Background: an optimization exercise with open tools, aiming at small area and a short achievable clock period. Do not read the settings as production practice.
Power figures rest on the tool's default switching activity, not on a simulated workload.

// mac
module mac
  ( input                       clk
  , input                       xrst
  , input                       out_en
  , input                       accum_we
  , input                       reset
  , input  signed [DWIDTH-1:0]  x
  , input  signed [DWIDTH-1:0]  w
  , output signed [DWIDTH-1:0]  y
  );
Size: roughly 53 I/O pins, about 0.011 mm^2 of cells after synthesis.
Settings: LEC_CHECK=0, CAP_MARGIN=20, CORE_MARGIN=2, CORE_UTILIZATION=40, SLEW_MARGIN=20; clock period 6.0 ns.
run.sh (not shown) runs the stock make flow with config.mk's settings and CLKGATE_MAP_FILE= SYNTH_SCRIPT=/design/flow/synth_recipe.tcl, a recipe that flattens the netlist after the stock synthesis.
Rerun with:
--- a/flow/design.v
+++ b/flow/design.v
@@ -16,34 +16,33 @@
   , input  signed [DWIDTH-1:0]  x
   , input  signed [DWIDTH-1:0]  w
   , output signed [DWIDTH-1:0]  y
   );
   reg v0, v1, v2;
   always @(posedge clk) begin
     v0 <= xrst;
     v1 <= xrst & v0;
     v2 <= xrst & v1;
   end
   reg [15:0] xr;
   always @(posedge clk) xr <= x;
-  reg [15:0] wr;
-  always @(posedge clk) wr <= w;
-  wire [16:0] we = {wr, 1'b0};
-  wire [7:0] neg, one, two;
-  genvar g;
-  generate for (g = 0; g < 8; g = g + 1) begin : benc
-    assign neg[g] = we[2*g+2];
-    assign one[g] = we[2*g+1] ^ we[2*g];
-    assign two[g] = (we[2*g+2] & ~we[2*g+1] & ~we[2*g]) | (~we[2*g+2] & we[2*g+1] & we[2*g]);
-  end endgenerate
+  reg [7:0] neg, one, two;
+  integer i;
+  wire [16:0] we = {w, 1'b0};
+  always @(posedge clk)
+    for (i = 0; i < 8; i = i + 1) begin
+      neg[i] <= we[2*i+2];
+      one[i] <= we[2*i+1] ^ we[2*i];
+      two[i] <= (we[2*i+2] & ~we[2*i+1] & ~we[2*i]) | (~we[2*i+2] & we[2*i+1] & we[2*i]);
+    end
   wire [17:0] xe = {xr[15], xr, 1'b0};
   wire neg0 = neg[0];
   wire [16:0] pp0 = ({17{one[0]}} & xe[17:1] | {17{two[0]}} & xe[16:0]) ^ {17{neg[0]}};
   wire npp0 = ~pp0[16];
   wire neg1 = neg[1];
   wire [16:0] pp1 = ({17{one[1]}} & xe[17:1] | {17{two[1]}} & xe[16:0]) ^ {17{neg[1]}};
   wire npp1 = ~pp1[16];
   wire neg2 = neg[2];
   wire [16:0] pp2 = ({17{one[2]}} & xe[17:1] | {17{two[2]}} & xe[16:0]) ^ {17{neg[2]}};
   wire npp2 = ~pp2[16];
   wire neg3 = neg[3];
   wire [16:0] pp3 = ({17{one[3]}} & xe[17:1] | {17{two[3]}} & xe[16:0]) ^ {17{neg[3]}};
@@ -415,27 +414,34 @@
     rb10 <= c186;
     ra11 <= s189;
     rb11 <= c188;
     ra12 <= s191;
     rb12 <= c190;
     ra13 <= s193;
     rb13 <= c192;
     ra14 <= s195;
     rb14 <= c194;
   end
   wire [14:0] ha = {ra14, ra13, ra12, ra11, ra10, ra9, ra8, ra7, ra6, ra5, ra4, ra3, ra2, ra1, ra0};
   wire [14:0] hb = {rb14, rb13, rb12, rb11, rb10, rb9, rb8, rb7, rb6, rb5, rb4, rb3, rb2, rb1, rb0};
-  wire [14:0] ph = ha + hb + lo_c;
+  wire [15:0] phs = {ha, 1'b1} + {hb, lo_c};
+  wire [14:0] ph = phs[15:1];
   wire dec = ph[14] & lo_z;
-  wire [15:0] rnd = {ph[14], ph - dec};
+  wire [14:0] nz;
+  assign nz[0] = 1'b0;
+  genvar q;
+  generate for (q = 1; q < 15; q = q + 1) begin : rz
+    assign nz[q] = |ph[q-1:0];
+  end endgenerate
+  wire [15:0] rnd = {ph[14], ph ^ ({15{dec}} & ~nz)};
   reg [15:0] rr;
   always @(posedge clk) rr <= rnd;
   reg [15:0] acc, yr;
   always @(posedge clk)
     if (!xrst | reset)
       acc <= 0;
     else if (accum_we & v2)
       acc <= acc + rr;
   always @(posedge clk)
     if (!xrst)
       yr <= 0;
     else if (out_en)
The new run finished with timing, DRC and antenna clean.
Global-route usage drops by 4.6 points.
Flip-flop and latch count rises by 8.
Area after synthesis shrinks by 15%.
Sequential share of layout area goes up by 4.5 points.
Wire length drops by 37%.
Total power came out higher by 3.4%.
Setup slack gains 0.62 ns.
Hold slack is about the same.
Sequential power went up by about 10%.
Core utilization rose by 0.28 points.
Die area falls by 15%.
Via count is lower by 33%.
No functional check of the RTL was part of any run of this note.

-- what the ideal ports hide --
Ports are ideal in the flow. The routed layouts listed here were re-timed in OpenROAD.
Step 1, drivers: a clkbuf_16 drives clk and a buf_2 each remaining input, both assumed.
Step 2 adds t to the input delays and takes it off the output delays; t is the mean of the earliest and latest rising clock arrival at the registers after step 1. Input paths then give back, and output paths get back, about the clock's delay inside the block.
a / b / c = no drivers / after step 1 / after step 2; a / b = the first two.
run	t, ns	setup WS [ns]	slew at the worst register clock pin (ns)
the first run	0.469	1.699 / 1.699 / 1.699	0.07 / 0.07
the second run	0.465	2.314 / 2.314 / 2.314	0.07 / 0.07
After both steps setup and hold are still met in every run listed.
